From an optimization exercise on the open Yosys and OpenROAD flow, aimed at small area, a short achievable clock period and few clock cycles per item; shortcuts taken in it are not production practice.
No functional check of the RTL was part of any run shown here.

## flow/design.v (module list and top-level ports; edited modules follow where they fit)
// module Convolution_without_pipeline: 1542 lines
// module fa3: 4 lines
// module xnor2m: 3 lines
// module xor2m: 3 lines
// module or2m: 3 lines
// module nor2m: 3 lines
// module nand2m: 3 lines
// module invm: 3 lines
// module a21oim: 3 lines
// module o21aim: 3 lines
module Convolution_without_pipeline(
    clk, rst_n, in_valid,
    In_IFM_1, In_IFM_2, In_IFM_3, In_IFM_4, In_IFM_5, In_IFM_6, In_IFM_7, In_IFM_8, In_IFM_9,
    In_Weight_1, In_Weight_2, In_Weight_3, In_Weight_4, In_Weight_5, In_Weight_6, In_Weight_7, In_Weight_8, In_Weight_9,
    out_valid, Out_OFM
    );
  // ...
==> flow/run.sh <==
#!/bin/bash
# synth_recipe.tcl (not shown) runs the flow's synth.tcl, then flattens the netlist and writes it again
# the make line also repeats each setting of config.mk as NAME=value (left out here)
make -C /OpenROAD-flow-scripts/flow DESIGN_CONFIG=/design/flow/config.mk WORK_HOME=/design/flow/orfs CLKGATE_MAP_FILE= SYNTH_SCRIPT=/design/flow/synth_recipe.tcl finish
==> flow/config.mk <==
export PLATFORM = sky130hd
export DESIGN_NAME = Convolution_without_pipeline
export DESIGN_NICKNAME = Convolution_without_pipeline
export VERILOG_FILES = /design/flow/design.v
export SDC_FILE = /design/flow/constraint.sdc
export NUM_CORES = 4
export LEC_CHECK = 0
export CAP_MARGIN = 20
export CORE_MARGIN = 2
export CORE_UTILIZATION = 40
export SETUP_SLACK_MARGIN = 4.5
export SLEW_MARGIN = 20
export SYNTH_HIERARCHICAL = 1
export SYNTH_MINIMUM_KEEP_SIZE = 0
==> flow/constraint.sdc <==
create_clock -name core_clock -period 10.0 [get_ports {clk}]
set_input_delay 2.0000 -clock core_clock [delete_from_list [all_inputs] [get_ports {clk}]]
set_output_delay 2.0000 -clock core_clock [all_outputs]
set_load 0.01 [all_outputs]
==> results.toml, run 1 <==
[run_status]
status = "timing/DRC/antenna clean"

[timing]
rsz0062_at_grt = "true"
hold_viol_final = 0
slew_violations = 0

[worst_setup_path]
arrival_ns = 3.56
cp.buffers_inverters = 1
cpLargestDelayFamily = "adder cells"

[cts]
cts_buffers = 9
cts_root_buffer = "clkbuf_16"
cts_tree = "done"

[global_route]
grt_overflow = 0
antenna_found_initial = 0
grt_pass1_wl_mm = 83.05

[placed_design]
post-place-ws_ns = 3.515
dp_cells = 2153

[cells_and_area]
comb.multi_input.count = 1326
fin_nets = 2280
buffers_excl_clock = 182
sh_seq_area_pct = 7.249
multi_input_area_share_pct = 80.41
layout_common_cells = "590 x nand2_1, 516 x fa_1, 99 x buf_2, 65 x dfxtp_1, 37 x clkbuf_4"
largestClassByArea = "multi-input gates"
fin_util_pct = 42.47

[job]
drv_cap = 0

[detailed_routing]
wl_met2_mm = 26.23
vias = 11600
top_layer_used = "met4"
antenna_left = 0
route.met3.wl_mm = 5.536

[logic_synthesis]
yosysTopAreaCell = "fa_1"
yosysMostFrequentCell = "nand2_1"
muxShareOfSynthArea_pct = 0
synth_top_area_share_pct = 61.78
synth_fp_nets = 2252
synthFlopType = "dfxtp_1"
synth_top_family_by_area = "adder cells"
synth_fa_ha_area_share_pct = 61.78

[floorplanning]
die_area_sq_um = 45350
die_x_um = 213.0
==> run 2, diff against run 1 <==
--- a/flow/config.mk
+++ b/flow/config.mk
@@ -8,7 +8,7 @@
 export CAP_MARGIN = 20
 export CORE_MARGIN = 2
 export CORE_UTILIZATION = 40
-export SETUP_SLACK_MARGIN = 4.5
+export SETUP_SLACK_MARGIN = 4.7
 export SLEW_MARGIN = 20
 export SYNTH_HIERARCHICAL = 1
 export SYNTH_MINIMUM_KEEP_SIZE = 0
==> run 2 against run 1 <==
First-iteration DRC count is 10% lower. Critical path depth is 1 higher. Synthesized cell count stayed put. Wire length is 0.53% lower. Still clean. Cell count is 0.96% higher. Global-route usage is 0.40 points higher.
==> results.toml, run 2 <==
[global_route]
use_met2_pct = 42.10
grt_max_degree = 13
grt_use_total_pct = 26.54
use_met3_pct = 3.956
grt_pass1_vias = 13120
grt_overflow = 0
busiest_layer = "met2"
met1_usage_pct = 36.77
antenna_found_initial = 0
grt_pass1_wl_mm = 84.59

[logic_synthesis]
avgSynthCellArea_sq_um = 11.15
yosysTopAreaCell = "fa_1"
synth_fp_nets = 2252
synth_edf_count = 0
yosysWarnings = 7
ys_ff_latch = 66
yosys-top-cells-area = "fa_1 62%, nand2_1 13%, buf_6 9.3%, dfxtp_1 7.4%, a21oi_2 1.8%"
synth_top_area_share_pct = 61.78
ys_seq_area_share_pct = 7.593
synth_cells = 1566
syn_area_sq_um = 17470
yosysUniqueCellTypes = 15
synthFlopType = "dfxtp_1"
ys_top_cells_by_count = "597 x nand2_1, 539 x fa_1, 144 x buf_6"
async_flop_share_pct = 1.515
yosysMostFrequentCell = "nand2_1"

[detailed_routing]
antenna_left = 0
drtIter0Drc = 943
wl_mm = 56.15
vias = 11570
routedWlPerCell_um = 25.46
first_pass_iters = 5
drc = 0
viasPerCell = 5.247

[cells_and_area]
layout_common_cells = "578 x nand2_1, 412 x fa_1, 127 x fa_2, 82 x buf_4, 69 x clkbuf_4"
drive_gt1_share_pct = 27.59
fin_nets = 2301
fillers = 4120
final_common_cell = "nand2_1"
diodes = 0
regArea_sq_um = 1330
area_delta_synth_final_pct = 9.026
fin_util_pct = 44.21
multi_input_area_sq_um = 15100
stdcell_count = 2205

[timing]
setup_viol = 0
fmax_mhz = 186.1
rsz0062_at_grt = "true"
hold_viol_final = 0
worst_slew_pin_slew_ns = 0.5748
fin_ws_ns = 4.627
slew_headroom_pct = 61.54
finalSetupTns_ns = 0
period_share_pct = 53.73
slew_violations = 0
post-route-min-period_ns = 5.373

[floorplanning]
boundaryPins = 169
start_util_pct = 40.55
die_x_um = 213.0
die_area_sq_um = 45350
rows = 76
coreArea_sq_um = 43080
die_h_um = 213.0

[cts]
cts.path.max_buffers = 2
cts_root_buffer = "clkbuf_16"
clk_pin_slew_worst_paths_ns = 0.06
cts_tree = "done"
hold_buffers = 0
cts_htree_levels = 3
clock_sinks = 66
cts_buffers = 9

[run_status]
status = "timing/DRC/antenna clean"

[worst_setup_path]
end_kind = "output pin"
crit_fanout = 3
slowest_delay_ns = 0.57
cp-start-kind = "register"
path_cells = "fa_2 -> fa_1 -> fa_2 -> xor2_2 -> buf_6 -> a21oi_4 -> o21ai_4 -> buf_6 -> a21oi_2 -> o21ai_2 -> xor2_1 -> buf_2"
arrival_ns = 3.37
criticalPathCategory = "reg2out"
cp_slowest_cell = "fa_1"
cpLargestDelayFamily = "adder cells"
cp.buffers_inverters = 3
critical_path_required_ns = 8.00

[placed_design]
dp_cells = 2153
hpwl_mm = 50.66
post-place-ws_ns = 3.654
gp_congestion = 0.9279
port_buffers = 167

[hold_path]
hp-class = "in2async"

[job]
drv_cap = 0
## run 2: cell count changes in the layout (fill, tap and decap cells not counted), sizes merged, moves of 2 or more
cell           change
clkdlybuf4s50      -2
clkbuf            +25
inv                -4
dlygate4sd2        -2
clkinv             +2
clkdlybuf4s15      -4
clkdlybuf4s18      -3
buf                +7
## run 2: worst max-delay path by stage
| stage | from | end | depth (start not counted) | slack [ns] |
|---|---|---|---|---|
| after floorplan | In_IFM_6[1] | r_s541$_DFF_P_ | 9 | 4.68 |
| after global placement | In_IFM_8[5] | r_s541$_DFF_P_ | 9 | 3.68 |
| after detailed placement | In_IFM_2[5] | r_s541$_DFF_P_ | 10 | 3.65 |
| after CTS | r_s501$_DFF_P_ | Out_OFM[17] | 12 | 4.60 |
| after global routing | r_s492$_DFF_P_ | Out_OFM[17] | 12 | 4.46 |
| final | r_s495$_DFF_P_ | Out_OFM[15] | 12 | 4.63 |
## run 2: metrics by stage
step,cell area [sq um],hold WS [ns]
floorplan,17680,1.704
global placement,18310,2.150
detailed placement,18310,2.160
CTS,18650,1.795
global route,19040,1.798
finish,19040,1.807
## run 2: cells by family after synthesis
logic type / count (synthesis) / share of synthesized area [%]
flops: 66 / 7.593
xor+xnor: 59 / 2.958
other cells: 1 / 0.02147
simple gates: 664 / 14.71
buf+inv: 174 / 10.38
compound gates: 63 / 2.557
fa+ha+maj: 539 / 61.78
## run 2: layout make-up
cell class              instances  area share [%]
repair buffers                203           7.891
well taps                     585           3.844
multi-input cells            1326           79.30
clock inverters                 6          0.6045
clock buffers                  10           1.202
inverters                       9          0.1774
flip-flops and latches         66           6.984
## run 2: Yosys stat by module, one instance, submodules excluded, a selection
module	flip-flops and latches	area, sq um
nand2m	0	3.754
or2m	0	6.256
a21oim	0	8.758
nor2m	0	3.754
invm	0	3.754
o21aim	0	5.005
fa3	0	20.02
## run 2: layer usage
layer	vias to the layer above	part of all wire [%]
li1	4692	-
met1	6195	40
met2	591	47
met3	91	7.6
met4	0	4.8
met5	-	0
## run 2: repair_timing
action / 4_1_cts / 5_1_grt
resized for setup: 898 / 140
pin swaps: 44 / 53
setup buffers: 29 / 7
setup endpoints to repair: 67 / 23
==> run 3, diff against run 2 <==
--- a/flow/config.mk
+++ b/flow/config.mk
@@ -8,7 +8,9 @@
 export CAP_MARGIN = 20
 export CORE_MARGIN = 2
 export CORE_UTILIZATION = 40
-export SETUP_SLACK_MARGIN = 4.7
+export CTS_BUF_LIST = sky130_fd_sc_hd__clkbuf_4 sky130_fd_sc_hd__clkbuf_8
+export CTS_CLUSTER_SIZE = 40
+export SETUP_SLACK_MARGIN = 4.5
 export SLEW_MARGIN = 20
 export SYNTH_HIERARCHICAL = 1
 export SYNTH_MINIMUM_KEEP_SIZE = 0
==> run 3 against run 2 <==
Still clean on timing, DRC and antenna. Non-clock buffer count shrank 15. Die area is the same. Synthesized cell count unchanged. Cell count shrank 0.68%. Critical endpoint is now Out_OFM[17].
==> results.toml, run 3 <==
[logic_synthesis]
yosysUniqueCellTypes = 15
ys_ff_latch = 66
async_flop_share_pct = 1.515
synth_edf_count = 0
avgSynthCellArea_sq_um = 11.15
yosysWarnings = 7
yosysMostFrequentCell = "nand2_1"
syn_area_sq_um = 17470
yosysTopAreaCell = "fa_1"
ys_top_cells_by_count = "597 x nand2_1, 539 x fa_1, 144 x buf_6"
synth_cells = 1566
synth_top_area_share_pct = 61.78
synthFlopType = "dfxtp_1"
ys_seq_area_share_pct = 7.593
synth_fp_nets = 2252
yosys-top-cells-area = "fa_1 62%, nand2_1 13%, buf_6 9.3%, dfxtp_1 7.4%, a21oi_2 1.8%"

[worst_setup_path]
crit_fanout = 2
cp.buffers_inverters = 1
end_kind = "output pin"
crit_top_cell = "a21oi_2"
critical_path_required_ns = 8.00
path_cells = "fa_2 -> fa_1 -> fa_2 -> nor2_1 -> a21oi_2 -> o21ai_1 -> a21oi_2 -> o21ai_1 -> a21oi_2 -> xnor2_2 -> buf_2"
worstSetupStartpoint = "r_s504$_DFF_P_"
cpLargestDelayFamily = "adder cells"
path_depth = 11
arrival_ns = 3.45
cp-endpoint = "Out_OFM[17]"
cp-start-kind = "register"
slowest_delay_ns = 0.56
criticalPathCategory = "reg2out"
cp_slowest_cell = "fa_1"

[global_route]
grt_overflow = 0
antenna_found_initial = 0
grt_pass1_vias = 12940
grt_max_degree = 15
grt_pass1_wl_mm = 82.90
grt_use_total_pct = 26.07

[placed_design]
place_area_sq_um = 18090
gp_congestion = 0.9573
post-place-ws_ns = 3.515
hpwl_mm = 51.22
dp_cells = 2153
port_buffers = 167

[cells_and_area]
area_delta_synth_final_pct = 4.785
stdcell_count = 2190
fin_nets = 2286
drive_gt1_share_pct = 19.19
diodes = 0
final_common_cell = "nand2_1"
fin_util_pct = 42.49
layout_common_cells = "589 x nand2_1, 516 x fa_1, 108 x buf_2, 59 x dfxtp_1, 31 x a21oi_2"
final_cell_area_sq_um = 18300

[floorplanning]
die_area_sq_um = 45350
coreArea_sq_um = 43080
die_x_um = 213.0
rows = 76
boundaryPins = 169
die_h_um = 213.0
start_util_pct = 40.55

[timing]
post-route-min-period_ns = 5.446
setup_viol = 0
slew_headroom_pct = 50.73
fin_ws_ns = 4.554
holdWs_ns = 1.754
rsz0062_at_grt = "true"
worst_slew_pin_slew_ns = 0.7365
finalSetupTns_ns = 0
fmax_mhz = 183.6
hold_viol_final = 0
slew_violations = 0
period_share_pct = 54.46

[detailed_routing]
first_pass_iters = 5
routedWlPerCell_um = 25.75
drc = 0
viasPerCell = 5.303
drtIter0Drc = 1039
antenna_left = 0
vias = 11610
wl_mm = 56.39

[cts]
cts.path.max_buffers = 2
cts_tree = "done"
clk_pin_slew_worst_paths_ns = 0.08
cts_htree_levels = 3
clock_sinks = 66
cts_buffers = 9
cts_root_buffer = "clkbuf_8"

[run_status]
status = "timing/DRC/antenna clean"

[job]
drv_cap = 0

[hold_path]
hp-class = "in2async"
==> run 3: cell counts after synthesis <==
No cell type changed its count.
==> run 3: worst min-delay path by stage <==
stage | end | slack, ns
2_1_floorplan | out_valid$_DFF_PN0_ | 1.70
3_3_place_gp | out_valid$_DFF_PN0_ | 2.15
3_5_place_dp | out_valid$_DFF_PN0_ | 2.15
5_1_grt | out_valid$_DFF_PN0_ | 1.74
6_report | out_valid$_DFF_PN0_ | 1.75
4_1_cts | out_valid$_DFF_PN0_ | 1.73
==> run 3: cell type report <==
cell class                 instances  area (sq um)
clock buffer                       9         123.9
clock inverter                     7         105.1
fill                            4197         24770
inverter                           9         33.78
multi-input combinational       1326         14730
sequential                        66          1334
tap                              585         732.0
timing repair buffer             188          1247
==> run 3: per-module statistics from Yosys (local to each module, per instance), a selection <==
module / cells inside / copies in the design
or2m: 1 / 23
nand2m: 1 / 29
invm: 1 / 9
a21oim: 1 / 35
Convolution_without_pipeline: 808 / 1
xor2m: 1 / 30
nor2m: 1 / 36
==> run 3: what timing repair did <==
action | 4_1_cts | 5_1_grt
buffers inserted | 13 | 8
hold buffers | 0 | 0
resized for setup | 526 | 280
pin swaps | 18 | 30
endpoints found under the setup margin | 58 | 23
gates cloned | 0 | 0
==> run 3: logic make-up (layout without fill, tap and decap cells) <==
| logic type | after synthesis | count (layout) | share of synthesized area, % |
|---|---|---|---|
| AND/OR/NAND/NOR | 664 | 664 | 14.71 |
| adder cells (fa/ha/maj) | 539 | 539 | 61.78 |
| buffers and inverters | 174 | 213 | 10.38 |
| flip-flops | 66 | 66 | 7.593 |
| AO/OA/AOI/OAI | 63 | 63 | 2.557 |
| XOR/XNOR | 59 | 59 | 2.958 |
| other | 1 | 1 | 0.02147 |
==> run 3: metal layers <==
metal  share of wire (%)  GRT usage [%]  vias to the layer above  routed length (um)
met4                 4.1          9.935                        0                2324
li1                    -              -                     4659                   -
met2                  47          40.82                      712               26300
met5                   0              0                        -                   0
met3                 9.5          4.839                       88                5374
met1                  40          36.26                     6155               22390
==> run 4, diff against run 3 <==
==> flow/flow/run.sh (new file) <==
#!/bin/bash
# Own flow: the standard flow (standard.sh) with its synthesis unchanged.
# The layout steps only differ in two ways:
#  * the delay cells (clkdlybuf4s*, dlygate*, dlymetal*) are not used, so the
#    port buffers and the resizer use ordinary buffers instead;
#  * buffer_ports uses buf_2 for the port buffers.
set -euo pipefail
bash standard.sh synth > synth.log 2>&1
PLATFORM_DONT_USE="sky130_fd_sc_hd__probe_p_8 sky130_fd_sc_hd__probec_p_8 sky130_fd_sc_hd__lpflow_bleeder_1 sky130_fd_sc_hd__lpflow_clkbufkapwr_1 sky130_fd_sc_hd__lpflow_clkbufkapwr_16 sky130_fd_sc_hd__lpflow_clkbufkapwr_2 sky130_fd_sc_hd__lpflow_clkbufkapwr_4 sky130_fd_sc_hd__lpflow_clkbufkapwr_8 sky130_fd_sc_hd__lpflow_clkinvkapwr_1 sky130_fd_sc_hd__lpflow_clkinvkapwr_16 sky130_fd_sc_hd__lpflow_clkinvkapwr_2 sky130_fd_sc_hd__lpflow_clkinvkapwr_4 sky130_fd_sc_hd__lpflow_clkinvkapwr_8 sky130_fd_sc_hd__lpflow_decapkapwr_12 sky130_fd_sc_hd__lpflow_decapkapwr_3 sky130_fd_sc_hd__lpflow_decapkapwr_4 sky130_fd_sc_hd__lpflow_decapkapwr_6 sky130_fd_sc_hd__lpflow_decapkapwr_8 sky130_fd_sc_hd__lpflow_inputiso0n_1 sky130_fd_sc_hd__lpflow_inputiso0p_1 sky130_fd_sc_hd__lpflow_inputiso1n_1 sky130_fd_sc_hd__lpflow_inputiso1p_1 sky130_fd_sc_hd__lpflow_inputisolatch_1 sky130_fd_sc_hd__lpflow_isobufsrc_1 sky130_fd_sc_hd__lpflow_isobufsrc_16 sky130_fd_sc_hd__lpflow_isobufsrc_2 sky130_fd_sc_hd__lpflow_isobufsrc_4 sky130_fd_sc_hd__lpflow_isobufsrc_8 sky130_fd_sc_hd__lpflow_isobufsrckapwr_16 sky130_fd_sc_hd__lpflow_lsbuf_lh_hl_isowell_tap_1 sky130_fd_sc_hd__lpflow_lsbuf_lh_hl_isowell_tap_2 sky130_fd_sc_hd__lpflow_lsbuf_lh_hl_isowell_tap_4 sky130_fd_sc_hd__lpflow_lsbuf_lh_isowell_4 sky130_fd_sc_hd__lpflow_lsbuf_lh_isowell_tap_1 sky130_fd_sc_hd__lpflow_lsbuf_lh_isowell_tap_2 sky130_fd_sc_hd__lpflow_lsbuf_lh_isowell_tap_4"
DELAY_CELLS="sky130_fd_sc_hd__clkdlybuf4s15_1 sky130_fd_sc_hd__clkdlybuf4s15_2 sky130_fd_sc_hd__clkdlybuf4s18_1 sky130_fd_sc_hd__clkdlybuf4s18_2 sky130_fd_sc_hd__clkdlybuf4s25_1 sky130_fd_sc_hd__clkdlybuf4s25_2 sky130_fd_sc_hd__clkdlybuf4s50_1 sky130_fd_sc_hd__clkdlybuf4s50_2 sky130_fd_sc_hd__dlygate4sd1_1 sky130_fd_sc_hd__dlygate4sd2_1 sky130_fd_sc_hd__dlygate4sd3_1 sky130_fd_sc_hd__dlymetal6s2s_1 sky130_fd_sc_hd__dlymetal6s4s_1 sky130_fd_sc_hd__dlymetal6s6s_1"
bash standard.sh "DONT_USE_CELLS=$PLATFORM_DONT_USE $DELAY_CELLS" \
  "BUFFER_PORTS_ARGS=-buffer_cell sky130_fd_sc_hd__buf_2" finish > layout.log 2>&1
==> flow/standard.sh (new file) <==
#!/bin/bash
# synth_recipe.tcl (not shown) runs the flow's synth.tcl, then flattens the netlist and writes it again
# the make line also repeats each setting of config.mk as NAME=value (left out here)
make -C /OpenROAD-flow-scripts/flow DESIGN_CONFIG=/design/flow/config.mk WORK_HOME=/design/flow/orfs CLKGATE_MAP_FILE= SYNTH_SCRIPT=/design/flow/synth_recipe.tcl "${@:-finish}"
--- a/flow/config.mk
+++ b/flow/config.mk
@@ -8,8 +8,6 @@
 export CAP_MARGIN = 20
 export CORE_MARGIN = 2
 export CORE_UTILIZATION = 40
-export CTS_BUF_LIST = sky130_fd_sc_hd__clkbuf_4 sky130_fd_sc_hd__clkbuf_8
-export CTS_CLUSTER_SIZE = 40
 export SETUP_SLACK_MARGIN = 4.5
 export SLEW_MARGIN = 20
 export SYNTH_HIERARCHICAL = 1
removed: flow/run.sh
==> run 4 against run 3 <==
Still clean. Area after synthesis stayed put. Maximum frequency is 0.15% lower. Critical endpoint is now r_s538$_DFF_P_. Critical path depth down 2. Synthesized cell count unchanged. Critical path type is now in2reg. Largest cell class unchanged.
==> results.toml, run 4 <==
[run_status]
status = "timing/DRC/antenna clean"

[global_route]
met1_usage_pct = 36.40
busiest_layer = "met2"
grt_use_total_pct = 25.93
use_met3_pct = 4.780
use_met2_pct = 40.11
grt_pass1_wl_mm = 82.87
grt_max_degree = 13
grt_pass1_vias = 12920
antenna_found_initial = 0
grt_overflow = 0

[floorplanning]
rows = 76
die_x_um = 213.0
die_area_sq_um = 45350
die_h_um = 213.0
boundaryPins = 169
coreArea_sq_um = 43080
start_util_pct = 40.55

[timing]
finalSetupTns_ns = 0
fmax_mhz = 183.3
slew_headroom_pct = 53.05
rsz0062_at_grt = "true"
slew_violations = 0
period_share_pct = 54.54
post-route-min-period_ns = 5.454
setup_viol = 0
hold_viol_final = 0
worst_slew_pin_slew_ns = 0.7019

[logic_synthesis]
ys_seq_area_share_pct = 7.593
yosysMostFrequentCell = "nand2_1"
ys_top_cells_by_count = "597 x nand2_1, 539 x fa_1, 144 x buf_6"
async_flop_share_pct = 1.515
yosysWarnings = 7
avgSynthCellArea_sq_um = 11.15
synth_fp_nets = 2252
ys_ff_latch = 66
synthFlopType = "dfxtp_1"
synth_edf_count = 0
syn_area_sq_um = 17470
synth_cells = 1566
yosys-top-cells-area = "fa_1 62%, nand2_1 13%, buf_6 9.3%, dfxtp_1 7.4%, a21oi_2 1.8%"
synth_top_area_share_pct = 61.78
yosysTopAreaCell = "fa_1"
yosysUniqueCellTypes = 15

[cells_and_area]
final_common_cell = "nand2_1"
area_delta_synth_final_pct = 3.997
fin_nets = 2277
diodes = 0
drive_gt1_share_pct = 18.23
layout_common_cells = "589 x nand2_1, 517 x fa_1, 96 x buf_2, 70 x clkbuf_4, 65 x dfxtp_1"

[job]
drv_cap = 0

[detailed_routing]
drc = 0
antenna_left = 0
wl_mm = 55.55
viasPerCell = 5.342
first_pass_iters = 5
routedWlPerCell_um = 25.47
vias = 11650
drtIter0Drc = 956

[placed_design]
port_buffers = 167
hpwl_mm = 50.73
gp_congestion = 0.9655

[cts]
cts.path.max_buffers = 2
clock_sinks = 66
cts_buffers = 9
cts_root_buffer = "clkbuf_16"
cts_tree = "done"
clk_pin_slew_worst_paths_ns = 0.06
cts_htree_levels = 3

[worst_setup_path]
crit_fanout = 8
end_kind = "register"
criticalPathCategory = "in2reg"
worstSetupStartpoint = "In_IFM_8[3]"
cp-endpoint = "r_s538$_DFF_P_"
arrival_ns = 5.66
cp-start-kind = "input pin"
critical_path_required_ns = 10.21

[hold_path]
hp-class = "in2async"
-- run 4: cell types whose count changed in the layout (fill, tap and decap cells not counted), moves of 7 or more --
cell | before | now
buf_2 | 108 | 96
buf_4 | 14 | 6
buf_6 | 7 | 0
clkbuf_16 | 0 | 9
clkbuf_2 | 13 | 0
clkbuf_4 | 8 | 70
clkbuf_8 | 9 | 1
clkdlybuf4s15_2 | 15 | 0
clkdlybuf4s18_2 | 10 | 0
clkdlybuf4s50_1 | 12 | 0
-- run 4: through the flow --
| step | utilization, % | area [sq um] | hold slack [ns] | worst slack, ns | cells |
|---|---|---|---|---|---|
| finish | 42.17 | 18160 | 1.414 | 4.546 | 2181 |
| global route | 42.17 | 18160 | 1.402 | 4.455 | 2181 |
| CTS | 41.10 | 17710 | 1.402 | 4.491 | 2171 |
| detailed placement | 40.06 | 17260 | 1.777 | 4.080 | 2153 |
| global placement | 40.06 | 17260 | 1.774 | 4.117 | 2153 |
| floorplan | - | 17470 | 1.704 | 4.510 | 1566 |
-- run 4: logic make-up after synthesis --
group | count (synthesis) | share of synthesized area, %
adder cells (fa/ha/maj) | 539 | 61.78
other | 1 | 0.02147
buffers and inverters | 174 | 10.38
AO/OA/AOI/OAI | 63 | 2.557
AND/OR/NAND/NOR | 664 | 14.71
flip-flops | 66 | 7.593
XOR/XNOR | 59 | 2.958
-- run 4: final cells by class --
class | instances | area [sq um]
Multi-Input combinational cell | 1326 | 14660
Clock buffer | 10 | 239.0
Clock inverter | 6 | 88.84
Sequential cell | 66 | 1326
Timing Repair Buffer | 179 | 1089
Tap cell | 585 | 732.0
Inverter | 9 | 33.78
Fill cell | 4141 | 24910
-- run 4: worst min-delay path by stage --
stage / start / end / slack (ns)
after global placement: rst_n / out_valid$_DFF_PN0_ / 1.77
final: rst_n / out_valid$_DFF_PN0_ / 1.41
after CTS: rst_n / out_valid$_DFF_PN0_ / 1.40
after global routing: rst_n / out_valid$_DFF_PN0_ / 1.40
after floorplan: rst_n / out_valid$_DFF_PN0_ / 1.70
after detailed placement: rst_n / out_valid$_DFF_PN0_ / 1.78
-- run 4: repair_timing --
action                                  in CTS  in global routing
gates cloned                                 0                  0
hold buffers                                 0                  0
gates resized for setup                     21                129
pin swaps                                    4                 27
buffers inserted                             2                 10
endpoints found under the setup margin      11                 17
-- run 4: worst max-delay path: stages --
cell and delay (ns):
buf_2 0.25, nand2_1 0.12, fa_1 0.55, fa_1 0.49, fa_1 0.41, fa_1 0.45
fa_1 0.45, fa_1 0.45, fa_1 0.49
-- run 4: per-module statistics from Yosys, one instance, submodules excluded --
module	cell area [sq um]	cells
Convolution_without_pipeline	5291	808
fa3	20.02	1
a21oim	8.758	1
xnor2m	8.758	1
xor2m	8.758	1
or2m	6.256	1
o21aim	5.005	1
invm	3.754	1
nand2m	3.754	1
nor2m	3.754	1
-- run 4: layer usage --
metal  vias to the layer above  part of all wire (%)
met5                         -                     0
met4                         0                   4.2
met3                        87                   8.9
met2                       664                    46
met1                      6239                    41
li1                       4661                     -

-- separate check: timing with driven ports --
No port has a modelled driver above. Below, the same layouts with a new extraction and two added sets of constraints. Step 1, drivers: a clkbuf_16 drives clk and a buf_2 each remaining input, both assumed. Step 2 moves the port delays by t, midway between the first and last clock arrival at a register: inputs arrive t later, outputs are due t later. That takes back most of the time a late clock gives input paths. Three values: ideal, step 1, step 2; two values: the first two.
run | shift t [ns] | setup WS [ns] | clock arrival spread, ns
run 1 | 0.405 | 4.442 / 4.390 / 4.188 | 0.011 / 0.010
run 2 | 0.390 | 4.627 / 4.572 / 4.359 | 0.011 / 0.011
run 3 | 0.421 | 4.554 / 4.510 / 4.160 | 0.023 / 0.023
run 4 | 0.393 | 4.546 / 4.530 / 4.172 | 0.012 / 0.012
After both steps setup and hold are still met in every run listed. For run 3, which loses most, drivers alone change the setup slack by -0.044 ns; drivers and shift together by -0.394 ns.
